This design comes from an exercise in tuning for small area and a short achievable clock period on the open sky130 flow, not from production work.

==> flow/design.v <==
module Xoroshiro128StarStar (
      output [31:0] io_prngHigh,
      output [31:0] io_prngLow,
      input   io_next,
      input   clk,
      input   reset);
  reg [63:0] a0_r;
  wire [63:0] a0 = a0_r ^ 64'h21002100000001;
  reg [63:0] at_r;
  wire [63:0] at = at_r ^ 64'h2001000100000401;
  reg c16_r;
  wire c16 = c16_r ^ 1'h0;
  reg g1_r;
  wire g1 = g1_r ^ 1'h0;
  reg p1_r;
  wire p1 = p1_r ^ 1'h0;
  reg g2_r;
  wire g2 = g2_r ^ 1'h0;
  reg p2_r;
  wire p2 = p2_r ^ 1'h0;
  reg [63:0] q_r;
  wire [63:0] q = q_r ^ 64'h282800280;
  reg [31:0] rlo_r;
  wire [31:0] rlo = rlo_r ^ 32'h1680;
  reg c9_r;
  wire c9 = c9_r ^ 1'h0;
  reg [31:0] hi0_r;
  wire [31:0] hi0 = hi0_r ^ 32'h0;
  reg [63:0] out_r;
  wire [63:0] out = out_r ^ 64'h0;
  wire [63:0] a0_ = {a0[39:0], a0[63:40]} ^ at ^ (at << 16);
  wire [63:0] at_ = a0_ ^ {at[26:0], at[63:27]};
  wire [63:0] a4_ = a0_ << 2;
  wire [16:0] s0x = {1'b0, a0_[15:0]} + {1'b0, a4_[15:0]};
  wire [16:0] s1x = {1'b0, a0_[31:16]} + {1'b0, a4_[31:16]};
  wire [16:0] s2x = {1'b0, a0_[47:32]} + {1'b0, a4_[47:32]};
  wire n_c16 = s0x[16];
  wire n_g1 = s1x[16];
  wire n_p1 = &(a0_[31:16] ^ a4_[31:16]);
  wire n_g2 = s2x[16];
  wire n_p2 = &(a0_[47:32] ^ a4_[47:32]);
  wire [63:0] a4 = a0 << 2;
  wire c32 = g1 | (p1 & c16);
  wire c48 = g2 | (p2 & g1) | (p2 & p1 & c16);
  wire [15:0] m0 = a0[15:0] + a4[15:0];
  wire [16:0] m1 = {a0[31:16], 1'b1} + {a4[31:16], c16};
  wire [16:0] m2 = {a0[47:32], 1'b1} + {a4[47:32], c32};
  wire [16:0] m3 = {a0[63:48], 1'b1} + {a4[63:48], c48};
  wire [63:0] m5 = {m3[16:1], m2[16:1], m1[16:1], m0};
  wire [63:0] q_ = {m5[56:0], m5[63:57]};
  wire [63:0] q8 = q << 3;
  wire [32:0] r9 = {1'b0, q[31:0]} + {1'b0, q8[31:0]};
  wire [31:0] s9 = q[63:32] + q8[63:32];
  wire [31:0] ohi = hi0 + {31'b0, c9};
  assign io_prngHigh = out[63:32];
  assign io_prngLow = out[31:0];
  always @ (posedge clk or posedge reset) begin
    if (reset) begin
      a0_r <= 64'h0;
      at_r <= 64'h0;
      c16_r <= 1'h0;
      g1_r <= 1'h0;
      p1_r <= 1'h0;
      g2_r <= 1'h0;
      p2_r <= 1'h0;
      q_r <= 64'h0;
      rlo_r <= 32'h0;
      c9_r <= 1'h0;
      hi0_r <= 32'h0;
      out_r <= 64'h0;
    end else if (io_next) begin
      a0_r <= a0_ ^ 64'h21002100000001;
      at_r <= at_ ^ 64'h2001000100000401;
      c16_r <= n_c16 ^ 1'h0;
      g1_r <= n_g1 ^ 1'h0;
      p1_r <= n_p1 ^ 1'h0;
      g2_r <= n_g2 ^ 1'h0;
      p2_r <= n_p2 ^ 1'h0;
      q_r <= q_ ^ 64'h282800280;
      rlo_r <= r9[31:0] ^ 32'h1680;
      c9_r <= r9[32] ^ 1'h0;
      hi0_r <= s9[31:0] ^ 32'h0;
      out_r <= {ohi, rlo} ^ 64'h0;
    end
  end
endmodule
clock: 5.0 ns
lec_check: 0
cap_margin: 20
core_margin: 2
core_utilization: 40
cts_cluster_diameter: 60
cts_cluster_size: 20
setup_slack_margin: 2.9
slew_margin: 20
standard.sh (not shown) runs the stock make flow with config.mk's settings and CLKGATE_MAP_FILE= SYNTH_SCRIPT=/design/flow/synth_recipe.tcl, a recipe that flattens the netlist after the stock synthesis.
==> flow/flow/run.sh <==
#!/bin/bash
# Own layout flow: the standard synthesis, then the combinational logic between
# the registers is mapped again by ABC for delay (registers, their names and cells are
# kept as the standard synthesis made them), then the standard ORFS flow from floorplan.
# Each tool's full output goes to a log file in the work folder.
set -euo pipefail
WORK=$(pwd)
FLOWDIR=$WORK/flow
R=$WORK/orfs/results/$FLOW_PLATFORM/Xoroshiro128StarStar/base
PLAT=$FLOW_HOME/platforms/$FLOW_PLATFORM
LIB=$PLAT/lib/sky130_fd_sc_hd__tt_025C_1v80.lib
YOSYS=$(command -v yosys || echo "$FLOW_HOME/../tools/install/yosys/bin/yosys")
D=${ABC_DELAY_PS:-1000}

bash standard.sh synth > "$WORK/log_1_standard_synth.log" 2>&1
cp "$R/1_2_yosys.v" "$WORK/standard_synth.v"

DU=$(sed -n '/DONT_USE_CELLS +=/,/^#/p' "$PLAT/config.mk" | grep -o 'sky130_fd_sc_hd__[a-z0-9_]*' | sed 's/^/-dont_use /' | tr '\n' ' ')
printf 'set_driving_cell sky130_fd_sc_hd__buf_1\nset_load 5\n' > "$WORK/abc.constr"
sed "s/@D@/$D/g" "$FLOWDIR/abc_delay.script" > "$WORK/abc_delay.script"
cat > "$WORK/remap.ys" <<EOY
read_liberty -ignore_miss_func $LIB
delete sky130_fd_sc_hd__dfrtp_* sky130_fd_sc_hd__dfstp_* sky130_fd_sc_hd__conb_1
read_verilog $FLOWDIR/stubs.v
read_verilog $WORK/standard_synth.v
hierarchy -top $FLOW_TOP
flatten
delete t:\\\$scopeinfo
opt_clean
abc -script $WORK/abc_delay.script -liberty $LIB $DU -constr $WORK/abc.constr -D $D
read_liberty -lib -overwrite $LIB
opt_clean -purge
hilomap -singleton -hicell sky130_fd_sc_hd__conb_1 HI -locell sky130_fd_sc_hd__conb_1 LO
splitnets
opt_clean -purge
rename -hide w:*.*
check -assert -mapped
stat -liberty $LIB
write_verilog -noattr -noexpr -nohex -nodec $WORK/remapped.v
EOY
"$YOSYS" -l "$WORK/log_2_remap_yosys.log" "$WORK/remap.ys" > /dev/null
cp "$WORK/remapped.v" "$R/1_2_yosys.v"
rm -f "$R/1_synth.odb" "$R/1_synth.sdc"
bash standard.sh > "$WORK/log_3_standard_flow.log" 2>&1
Other scripts of this flow, unchanged in this note and not shown: flow/flow/abc_delay.script, flow/flow/stubs.v
Next try:
--- a/flow/design.v
+++ b/flow/design.v
@@ -6,7 +6,7 @@
       input   reset);
   reg [63:0] a0_r;
-  wire [63:0] a0 = a0_r ^ 64'h21002100000001;
+  wire [63:0] a0 = a0_r ^ 64'h1010001;
   reg [63:0] at_r;
-  wire [63:0] at = at_r ^ 64'h2001000100000401;
+  wire [63:0] at = at_r ^ 64'h2001010001;
   reg c16_r;
   wire c16 = c16_r ^ 1'h0;
@@ -20,11 +20,5 @@
   wire p2 = p2_r ^ 1'h0;
   reg [63:0] q_r;
-  wire [63:0] q = q_r ^ 64'h282800280;
-  reg [31:0] rlo_r;
-  wire [31:0] rlo = rlo_r ^ 32'h1680;
-  reg c9_r;
-  wire c9 = c9_r ^ 1'h0;
-  reg [31:0] hi0_r;
-  wire [31:0] hi0 = hi0_r ^ 32'h0;
+  wire [63:0] q = q_r ^ 64'h280;
   reg [63:0] out_r;
   wire [63:0] out = out_r ^ 64'h0;
@@ -49,8 +43,5 @@
   wire [63:0] m5 = {m3[16:1], m2[16:1], m1[16:1], m0};
   wire [63:0] q_ = {m5[56:0], m5[63:57]};
-  wire [63:0] q8 = q << 3;
-  wire [32:0] r9 = {1'b0, q[31:0]} + {1'b0, q8[31:0]};
-  wire [31:0] s9 = q[63:32] + q8[63:32];
-  wire [31:0] ohi = hi0 + {31'b0, c9};
+  wire [63:0] o9 = q + (q << 3);
   assign io_prngHigh = out[63:32];
   assign io_prngLow = out[31:0];
@@ -65,11 +56,8 @@
       p2_r <= 1'h0;
       q_r <= 64'h0;
-      rlo_r <= 32'h0;
-      c9_r <= 1'h0;
-      hi0_r <= 32'h0;
       out_r <= 64'h0;
     end else if (io_next) begin
-      a0_r <= a0_ ^ 64'h21002100000001;
-      at_r <= at_ ^ 64'h2001000100000401;
+      a0_r <= a0_ ^ 64'h1010001;
+      at_r <= at_ ^ 64'h2001010001;
       c16_r <= n_c16 ^ 1'h0;
       g1_r <= n_g1 ^ 1'h0;
@@ -77,9 +65,6 @@
       g2_r <= n_g2 ^ 1'h0;
       p2_r <= n_p2 ^ 1'h0;
-      q_r <= q_ ^ 64'h282800280;
-      rlo_r <= r9[31:0] ^ 32'h1680;
-      c9_r <= r9[32] ^ 1'h0;
-      hi0_r <= s9[31:0] ^ 32'h0;
-      out_r <= {ohi, rlo} ^ 64'h0;
+      q_r <= q_ ^ 64'h280;
+      out_r <= o9 ^ 64'h0;
     end
   end
Synthesized area is lower by 13%.
Die area is lower by 13%.
Routed wire length is lower by 3.0%.
Utilization is higher by 3.9 points.
Global-route usage is higher by 2.9 points.
Count of clock-buffer cells in the layout is lower by 6.
Sequential share of layout area is lower by 4.2 points.
Final area is lower by 7.0%.
No run of this note included a check of the RTL's function; only the layout flow was run.

[port drivers added, routing unchanged]
Ports are ideal in the flow. The routed layouts listed here were re-timed in OpenROAD. Step 1 sets driving cells, clkbuf_16 on the clock port and buf_2 on the other inputs (assumed; they add their load-dependent delay and slew). Step 2 also shifts input and output timing later by t, the mid clock arrival at the registers, as if the neighbouring blocks saw the same clock. Slacks: ideal ports / drivers / drivers and shift; pairs: ideal ports / drivers.
| run | shift t [ns] | setup WS [ns] | hold WS [ns] | worst slew at a driven data input, ns |
|---|---|---|---|---|
| the first run | 0.627 | 2.782 / 2.782 / 2.176 | 0.446 / 0.446 / 0.446 | 0.15 |
| the second run | 0.617 | 2.337 / 2.337 / 2.337 | 0.460 / 0.460 / 0.460 | 0.08 |
After both steps every run listed still meets setup and hold. The setup slack of the first run, which loses most, moves by 0.000 ns with the drivers and by -0.606 ns with both steps.
